From an optimization exercise on the open Yosys and OpenROAD flow, aimed at small area and a short achievable clock period; shortcuts taken in it are not production practice. The RTL was checked by simulation tests, not by an equivalence proof against the original design. Power figures rest on the tool's default switching activity, not on a simulated workload.

==> v21 <==
Design alu_top, start of the top module:
module alu_top(
    input clk,
    input [7:0] a_in, b_in,
    input [3:0] command_in,
    input oe,
    output reg [15:0] d_out
    );
==> module div8_s1, before the edit <==
module div8_s1(input [1:0] a, input [7:0] b, output [1:0] mn);
  wire bsm = ~|b[7:2];
  wire [1:0] m;
  assign m[1] = a[1] & (~bsm | (~b[1] & ~b[0]) | (b[1] & b[0] & ~a[0]));
  assign m[0] = a[0] & (~bsm | ~b[0] | (b[1] & ~a[1]));
  assign mn = ~m;
endmodule
==> module div8, before the edit <==
module div8(input [7:0] a, input [7:0] b, input [7:0] b3lo, input [1:0] m1n, output [7:0] q);
  wire [7:0] qq;
  assign q = qq;   
  wire g11 = (a[7:6] >= b[1:0]) & (b < 8'd4);
  wire g12 = (a[7:6] >= {b[0], 1'b0}) & (b < 8'd2);
  wire g13 = (a[7:6] >= {b[0], b[0]}) & (b <= 8'd1);
  assign qq[7] = g12;
  assign qq[6] = g13 | (g11 & ~g12);
  wire [7:0] b3 = b3lo;   
  wire [3:0] t3_2 = {b[2] | (b[1] & b[0]), b[2] | (b[1] & ~b[0]), b[1] ^ b[0], b[0]};
  wire [3:0] rn2 = {m1n, ~a[5:4]};
  wire [4:0] s21 = {1'b0, rn2} + {1'b0, b[3:0]};
  wire g21 = ~s21[4] & (b < 8'd16);
  wire [4:0] s22 = {1'b0, rn2} + {1'b0, {b[2:0], 1'b0}};
  wire g22 = ~s22[4] & (b < 8'd8);
  wire [4:0] s23 = {1'b0, rn2} + {1'b0, t3_2};
  wire g23 = ~s23[4] & (b <= 8'd5);
  assign qq[5] = g22;
  assign qq[4] = g23 | (g21 & ~g22);
  wire [3:0] mn2 = g23 ? s23[3:0] : g22 ? s22[3:0] : g21 ? s21[3:0] : rn2;
  wire [5:0] rn3 = {mn2, ~a[3:2]};
  wire [6:0] s31 = {1'b0, rn3} + {1'b0, b[5:0]};
  wire g31 = ~s31[6] & (b < 8'd64);
  wire [6:0] s32 = {1'b0, rn3} + {1'b0, {b[4:0], 1'b0}};
  wire g32 = ~s32[6] & (b < 8'd32);
  wire [6:0] s33 = {1'b0, rn3} + {1'b0, b3[5:0]};
  wire g33 = ~s33[6] & (b <= 8'd21);
  assign qq[3] = g32;
  assign qq[2] = g33 | (g31 & ~g32);
  wire [5:0] mn3 = g33 ? s33[5:0] : g32 ? s32[5:0] : g31 ? s31[5:0] : rn3;
  wire [7:0] rn4 = {mn3, ~a[1:0]};
  wire [8:0] s41 = {1'b0, rn4} + {1'b0, b[7:0]};
  wire g41 = ~s41[8] & 1'b1;
  wire [8:0] s42 = {1'b0, rn4} + {1'b0, {b[6:0], 1'b0}};
  wire g42 = ~s42[8] & (b < 8'd128);
  wire [8:0] s43 = {1'b0, rn4} + {1'b0, b3[7:0]};
  wire g43 = ~s43[8] & (b <= 8'd85);
  assign qq[1] = g42;
  assign qq[0] = g43 | (g41 & ~g42);
endmodule
==> module alu, before the edit <==
module alu(
    input [7:0] a_in, b_in,       
    input [3:0] command_in,       
    input oe,                     
    input [1:0] div_m1n,          
    output [15:0] d_out           
    );
    wire [7:0] a = a_in;
    wire [7:0] b = b_in;
    wire [3:0] c = command_in;
    wire sub = c[0] & ~c[1];
    wire [7:0] in1 = c[1] ? {b[6:0], 1'b0} : a;
    wire [7:0] bb = b ^ {8{sub}};
    wire [8:0] cy;
    wire [7:0] s;
    assign cy[0] = sub;
    genvar i;
    generate
        for (i = 0; i < 8; i = i + 1) begin : g_add
            assign s[i] = in1[i] ^ bb[i] ^ cy[i];
            assign cy[i+1] = (in1[i] & bb[i]) | (in1[i] & cy[i]) | (bb[i] & cy[i]);
        end
    endgenerate
    wire [15:0] r_mul;
    mul8 u_mul(.a(a), .b(b), .p(r_mul));
    wire [7:0] r_div;
    div8 u_div(.a(a), .b(b), .b3lo(s), .m1n(div_m1n), .q(r_div));
    wire [7:0] x  = a ^ b;
    wire [7:0] an = a & b;
    wire [7:0] nr = ~(a | b);
    wire eq = ~|x;
    wire bz = ~|b;                  
    wire [15:0] dc;
    generate
        for (i = 0; i < 16; i = i + 1) begin : g_dc
            assign dc[i] = oe & (c == i);
        end
    endgenerate
    wire sA  = dc[0] | dc[1];                       
    wire sL  = dc[4] | dc[6];                       
    wire sR  = dc[5] | dc[7];                       
    wire tA  = dc[8] | dc[9] | dc[13];              
    wire tX  = dc[9] | dc[10] | dc[12];             
    wire tN  = dc[11] | dc[12] | dc[13];            
    wire hiK = dc[11] | dc[12] | dc[13] | (dc[1] & ~cy[8]);   
    wire [7:0] lg = (an & {8{tA}}) | (x & {8{tX}}) | (nr & {8{tN}});
    wire [7:0] sl = {a[6:0], a[7] & dc[6]};         
    wire [7:0] sr = {a[0] & dc[7], a[7:1]};         
    wire [7:0] lo = (s & {8{sA}}) | (r_mul[7:0] & {8{dc[2]}}) | (r_div & {8{dc[3] & ~bz}})
                  | (sl & {8{sL}}) | (sr & {8{sR}}) | lg;
    wire b8 = hiK | (dc[0] & cy[8]) | (dc[2] & r_mul[8]) | (dc[4] & a[7]);
    wire [6:0] hi = {7{hiK}} | (r_mul[15:9] & {7{dc[2]}});
    assign d_out = {hi, b8, lo[7:1], lo[0] | (dc[14] & eq) | (dc[15] & ~eq)};
endmodule
==> module alu_top, before the edit <==
module alu_top(
    input clk,
    input [7:0] a_in, b_in,
    input [3:0] command_in,
    input oe,
    output reg [15:0] d_out
    );
    reg [7:0] a_q, b_q;
    reg [3:0] cmd_q;
    reg       oe_q;
    reg [1:0] m1n_q;
    wire [1:0] m1n;
    wire [15:0] y;
    div8_s1 u_s1(.a(a_in[7:6]), .b(b_in), .mn(m1n));
    always @(posedge clk) begin
        a_q   <= a_in;
        b_q   <= b_in;
        cmd_q <= command_in;
        oe_q  <= oe;
        m1n_q <= m1n;
        d_out <= y;
    end
    alu u_alu(.a_in(a_q), .b_in(b_q), .command_in(cmd_q), .oe(oe_q), .div_m1n(m1n_q), .d_out(y));
endmodule
Settings: LEC_CHECK=0, CAP_MARGIN=20, CORE_MARGIN=2, CORE_UTILIZATION=60, SLEW_MARGIN=20; clock period 30.0 ns.
standard.sh (not shown) runs the stock make flow with config.mk's settings and CLKGATE_MAP_FILE= SYNTH_SCRIPT=/design/flow/synth_recipe.tcl, a recipe that flattens the netlist after the stock synthesis.
==> flow/flow/run.sh <==
#!/bin/bash
# The standard layout, with plain buffers (buf_2) on the ports in place of the
# delay buffers buffer_ports picks by default, and no dummy loads added to the
# clock tree.  Every tool's output goes to make.log here; ORFS also keeps each
# step's log under orfs/logs/.
set -euo pipefail
export BUFFER_PORTS_ARGS="-buffer_cell sky130_fd_sc_hd__buf_2"
export CTS_ARGS="-sink_clustering_enable -repair_clock_nets -dont_use_dummy_load"
bash standard.sh > make.log 2>&1
==> inputs of v36, as changes to v21 <==
--- a/flow/design.v
+++ b/flow/design.v
@@ -173,49 +173,52 @@
   assign p[6] = t41;
   assign p[7] = t55;
 endmodule
-module div8_s1(input [1:0] a, input [7:0] b, output [1:0] mn);
+module div8_s1(input [1:0] a, input [7:0] b, output [1:0] m);
   wire bsm = ~|b[7:2];
-  wire [1:0] m;
   assign m[1] = a[1] & (~bsm | (~b[1] & ~b[0]) | (b[1] & b[0] & ~a[0]));
   assign m[0] = a[0] & (~bsm | ~b[0] | (b[1] & ~a[1]));
-  assign mn = ~m;
 endmodule
-module div8(input [7:0] a, input [7:0] b, input [7:0] b3lo, input [1:0] m1n, output [7:0] q);
+module div8(input [7:0] a, input [7:0] b, input [1:0] m1, output [7:0] q);
+  wire bz = ~|b;
   wire [7:0] qq;
-  assign q = qq;   
-  wire g11 = (a[7:6] >= b[1:0]) & (b < 8'd4);
-  wire g12 = (a[7:6] >= {b[0], 1'b0}) & (b < 8'd2);
-  wire g13 = (a[7:6] >= {b[0], b[0]}) & (b <= 8'd1);
+  assign q = qq & {8{~bz}};
+  wire [1:0] t3_1 = {b[0], b[0]};
+  wire [2:0] s11 = {1'b0, a[7:6]} - {1'b0, b[1:0]};
+  wire g11 = ~s11[2] & (b < 8'd4);
+  wire [2:0] s12 = {1'b0, a[7:6]} - {1'b0, {b[0:0], 1'b0}};
+  wire g12 = ~s12[2] & (b < 8'd2);
+  wire [2:0] s13 = {1'b0, a[7:6]} - {1'b0, t3_1};
+  wire g13 = ~s13[2] & (b <= 8'd1);
   assign qq[7] = g12;
   assign qq[6] = g13 | (g11 & ~g12);
-  wire [7:0] b3 = b3lo;   
+  wire [9:0] b3 = {2'b00, b} + {1'b0, b, 1'b0};
+  wire [3:0] r2 = {m1, a[5:4]};
   wire [3:0] t3_2 = {b[2] | (b[1] & b[0]), b[2] | (b[1] & ~b[0]), b[1] ^ b[0], b[0]};
-  wire [3:0] rn2 = {m1n, ~a[5:4]};
-  wire [4:0] s21 = {1'b0, rn2} + {1'b0, b[3:0]};
+  wire [4:0] s21 = {1'b0, r2} - {1'b0, b[3:0]};
   wire g21 = ~s21[4] & (b < 8'd16);
-  wire [4:0] s22 = {1'b0, rn2} + {1'b0, {b[2:0], 1'b0}};
+  wire [4:0] s22 = {1'b0, r2} - {1'b0, {b[2:0], 1'b0}};
   wire g22 = ~s22[4] & (b < 8'd8);
-  wire [4:0] s23 = {1'b0, rn2} + {1'b0, t3_2};
+  wire [4:0] s23 = {1'b0, r2} - {1'b0, t3_2};
   wire g23 = ~s23[4] & (b <= 8'd5);
   assign qq[5] = g22;
   assign qq[4] = g23 | (g21 & ~g22);
-  wire [3:0] mn2 = g23 ? s23[3:0] : g22 ? s22[3:0] : g21 ? s21[3:0] : rn2;
-  wire [5:0] rn3 = {mn2, ~a[3:2]};
-  wire [6:0] s31 = {1'b0, rn3} + {1'b0, b[5:0]};
+  wire [3:0] m2 = g23 ? s23[3:0] : g22 ? s22[3:0] : g21 ? s21[3:0] : r2;
+  wire [5:0] r3 = {m2, a[3:2]};
+  wire [6:0] s31 = {1'b0, r3} - {1'b0, b[5:0]};
   wire g31 = ~s31[6] & (b < 8'd64);
-  wire [6:0] s32 = {1'b0, rn3} + {1'b0, {b[4:0], 1'b0}};
+  wire [6:0] s32 = {1'b0, r3} - {1'b0, {b[4:0], 1'b0}};
   wire g32 = ~s32[6] & (b < 8'd32);
-  wire [6:0] s33 = {1'b0, rn3} + {1'b0, b3[5:0]};
+  wire [6:0] s33 = {1'b0, r3} - {1'b0, b3[5:0]};
   wire g33 = ~s33[6] & (b <= 8'd21);
   assign qq[3] = g32;
   assign qq[2] = g33 | (g31 & ~g32);
-  wire [5:0] mn3 = g33 ? s33[5:0] : g32 ? s32[5:0] : g31 ? s31[5:0] : rn3;
-  wire [7:0] rn4 = {mn3, ~a[1:0]};
-  wire [8:0] s41 = {1'b0, rn4} + {1'b0, b[7:0]};
+  wire [5:0] m3 = g33 ? s33[5:0] : g32 ? s32[5:0] : g31 ? s31[5:0] : r3;
+  wire [7:0] r4 = {m3, a[1:0]};
+  wire [8:0] s41 = {1'b0, r4} - {1'b0, b[7:0]};
   wire g41 = ~s41[8] & 1'b1;
-  wire [8:0] s42 = {1'b0, rn4} + {1'b0, {b[6:0], 1'b0}};
+  wire [8:0] s42 = {1'b0, r4} - {1'b0, {b[6:0], 1'b0}};
   wire g42 = ~s42[8] & (b < 8'd128);
-  wire [8:0] s43 = {1'b0, rn4} + {1'b0, b3[7:0]};
+  wire [8:0] s43 = {1'b0, r4} - {1'b0, b3[7:0]};
   wire g43 = ~s43[8] & (b <= 8'd85);
   assign qq[1] = g42;
   assign qq[0] = g43 | (g41 & ~g42);
@@ -224,14 +227,13 @@
     input [7:0] a_in, b_in,       
     input [3:0] command_in,       
     input oe,                     
-    input [1:0] div_m1n,          
+    input [1:0] div_m1,           
     output [15:0] d_out           
     );
     wire [7:0] a = a_in;
     wire [7:0] b = b_in;
     wire [3:0] c = command_in;
-    wire sub = c[0] & ~c[1];
-    wire [7:0] in1 = c[1] ? {b[6:0], 1'b0} : a;
+    wire sub = c[0];
     wire [7:0] bb = b ^ {8{sub}};
     wire [8:0] cy;
     wire [7:0] s;
@@ -239,40 +241,40 @@
     genvar i;
     generate
         for (i = 0; i < 8; i = i + 1) begin : g_add
-            assign s[i] = in1[i] ^ bb[i] ^ cy[i];
-            assign cy[i+1] = (in1[i] & bb[i]) | (in1[i] & cy[i]) | (bb[i] & cy[i]);
+            assign s[i] = a[i] ^ bb[i] ^ cy[i];
+            assign cy[i+1] = (a[i] & bb[i]) | (a[i] & cy[i]) | (bb[i] & cy[i]);
         end
     endgenerate
+    wire [15:0] r_addsub = sub ? {{8{~cy[8]}}, s} : {7'd0, cy[8], s};
     wire [15:0] r_mul;
     mul8 u_mul(.a(a), .b(b), .p(r_mul));
     wire [7:0] r_div;
-    div8 u_div(.a(a), .b(b), .b3lo(s), .m1n(div_m1n), .q(r_div));
+    div8 u_div(.a(a), .b(b), .m1(div_m1), .q(r_div));
     wire [7:0] x  = a ^ b;
     wire [7:0] an = a & b;
-    wire [7:0] nr = ~(a | b);
+    wire [7:0] o  = a | b;
     wire eq = ~|x;
-    wire bz = ~|b;                  
-    wire [15:0] dc;
-    generate
-        for (i = 0; i < 16; i = i + 1) begin : g_dc
-            assign dc[i] = oe & (c == i);
-        end
-    endgenerate
-    wire sA  = dc[0] | dc[1];                       
-    wire sL  = dc[4] | dc[6];                       
-    wire sR  = dc[5] | dc[7];                       
-    wire tA  = dc[8] | dc[9] | dc[13];              
-    wire tX  = dc[9] | dc[10] | dc[12];             
-    wire tN  = dc[11] | dc[12] | dc[13];            
-    wire hiK = dc[11] | dc[12] | dc[13] | (dc[1] & ~cy[8]);   
-    wire [7:0] lg = (an & {8{tA}}) | (x & {8{tX}}) | (nr & {8{tN}});
-    wire [7:0] sl = {a[6:0], a[7] & dc[6]};         
-    wire [7:0] sr = {a[0] & dc[7], a[7:1]};         
-    wire [7:0] lo = (s & {8{sA}}) | (r_mul[7:0] & {8{dc[2]}}) | (r_div & {8{dc[3] & ~bz}})
-                  | (sl & {8{sL}}) | (sr & {8{sR}}) | lg;
-    wire b8 = hiK | (dc[0] & cy[8]) | (dc[2] & r_mul[8]) | (dc[4] & a[7]);
-    wire [6:0] hi = {7{hiK}} | (r_mul[15:9] & {7{dc[2]}});
-    assign d_out = {hi, b8, lo[7:1], lo[0] | (dc[14] & eq) | (dc[15] & ~eq)};
+    reg [15:0] y;
+    always @(*) begin
+        case (c)
+            4'd0, 4'd1: y = r_addsub;
+            4'd2:  y = r_mul;
+            4'd3:  y = {8'd0, r_div};
+            4'd4:  y = {7'd0, a, 1'b0};
+            4'd5:  y = {9'd0, a[7:1]};
+            4'd6:  y = {8'd0, a[6:0], a[7]};
+            4'd7:  y = {8'd0, a[0], a[7:1]};
+            4'd8:  y = {8'd0, an};
+            4'd9:  y = {8'd0, o};
+            4'd10: y = {8'd0, x};
+            4'd11: y = {8'hFF, ~o};
+            4'd12: y = {8'hFF, ~an};
+            4'd13: y = {8'hFF, ~x};
+            4'd14: y = {15'd0, eq};
+            default: y = {15'd0, ~eq};
+        endcase
+    end
+    assign d_out = oe ? y : 16'd0;
 endmodule
 module alu_top(
     input clk,
@@ -284,17 +286,17 @@
     reg [7:0] a_q, b_q;
     reg [3:0] cmd_q;
     reg       oe_q;
-    reg [1:0] m1n_q;
-    wire [1:0] m1n;
+    reg [1:0] m1_q;
+    wire [1:0] m1;
     wire [15:0] y;
-    div8_s1 u_s1(.a(a_in[7:6]), .b(b_in), .mn(m1n));
+    div8_s1 u_s1(.a(a_in[7:6]), .b(b_in), .m(m1));
     always @(posedge clk) begin
         a_q   <= a_in;
         b_q   <= b_in;
         cmd_q <= command_in;
         oe_q  <= oe;
-        m1n_q <= m1n;
+        m1_q  <= m1;
         d_out <= y;
     end
-    alu u_alu(.a_in(a_q), .b_in(b_q), .command_in(cmd_q), .oe(oe_q), .div_m1n(m1n_q), .d_out(y));
+    alu u_alu(.a_in(a_q), .b_in(b_q), .command_in(cmd_q), .oe(oe_q), .div_m1(m1_q), .d_out(y));
 endmodule
==> flow/flow/run.sh (replaced) <==
#!/bin/bash
# The standard layout, with plain buffers (buf_2) on the ports in place of the
# delay buffers buffer_ports picks by default.  Every tool's output goes to
# make.log here; ORFS also keeps each step's log under orfs/logs/.
set -euo pipefail
export BUFFER_PORTS_ARGS="-buffer_cell sky130_fd_sc_hd__buf_2"
bash standard.sh > make.log 2>&1
==> notes <==
v36 passed the timing, design-rule and antenna checks. v21 passed the timing, design-rule and antenna checks.
Of v36 and v21, v36 has the higher synthesized area (gap about 12%, measured against v21).
Of v21 and v36, v21 has the higher worst setup slack (gap 0.032 ns).
Against v36, the via count of v21 is lower by about 15%.
Of v21 and v36, v36 has the higher clock power (gap about 28%, measured against v36).
Against v36, the cell count of v21 is smaller by about 14%.
Critical path depth is the same in v36 and v21.
In count of clock-buffer cells in the layout, v21 and v36 do not differ.
Between v36 and v21, the lower first-iteration DRC count is in v21 (gap about 23%, measured against v21).
Of v21 and v36, v36 has the higher total power (gap about 6.5%, measured against v36).
Maximum frequency: v36 is smaller than v21 (0.48%).
==> figures <==
Combinational Power Share: v21 61.7%; v36 59.7%
Relative max-transition margin: v21 31.4%; v36 33.3%
Initial Util: v21 61.5%; v36 61.3%
Setup ws final: v21 23.28 ns; v36 23.25 ns
Share of the yosys chip area belonging to registers: v21 13.9%; v36 12.4%
Share of the final layout cell area in multi-input gates: v21 74.2%; v36 76.2%
Length of routed met3 wiring: v21 935 um; v36 1.37 mm
Area of the placeable core: v21 0.00915 mm^2; v36 0.0103 mm^2
Tapcell count: v21 111; v36 136
Routed WL: v21 15.2 mm; v36 18.6 mm
Synth Area in Adders: v21 41.0%; v36 37.9%
DRT met1 WL: v21 6.25 mm; v36 7.76 mm
Number of cells produced by synthesis: v21 639; v36 736
Number of global-route vias before repair: v21 4,848; v36 5,720
WL/cell: v21 19.4 um; v36 20.5 um
Placer Congestion: v21 0.923; v36 0.972
Pwr Total: v21 0.247 mW; v36 0.264 mW
Overall global routing resource usage: v21 31.3%; v36 34.0%
Hold slack: v21 0.785 ns; v36 0.611 ns
Run status: v21 no timing/DRC/antenna violations; v36 no timing/DRC/antenna violations
Destination of the worst register-to-register timing path: v21 d_out[0]; v36 d_out[0]

-- re-timing with driven ports --
In the flow no input, the clock included, has a driving cell. The finished layouts below were timed again as built, in two steps.
Step 1: set_driving_cell puts a clkbuf_16 on clk and a buf_2 on each other input, an assumption about the parent block.
Step 2 moves the port delays by t, midway between the first and last clock arrival at a register: inputs arrive t later, outputs are due t later. That takes back most of the time a late clock gives input paths.
Three values: no drivers, after step 1, after step 2; two values: the first two.
run | t (ns) | slack for setup (ns) | worst setup path after step 2
v21 | 0.325 | 23.278 / 23.242 / 23.226 | input to register
v36 | 0.351 | 23.246 / 23.211 / 23.089 | input to register
After both steps setup and hold are still met in every run listed. The setup slack of v36, which loses most, moves by -0.035 ns with the drivers and by -0.157 ns with both steps.
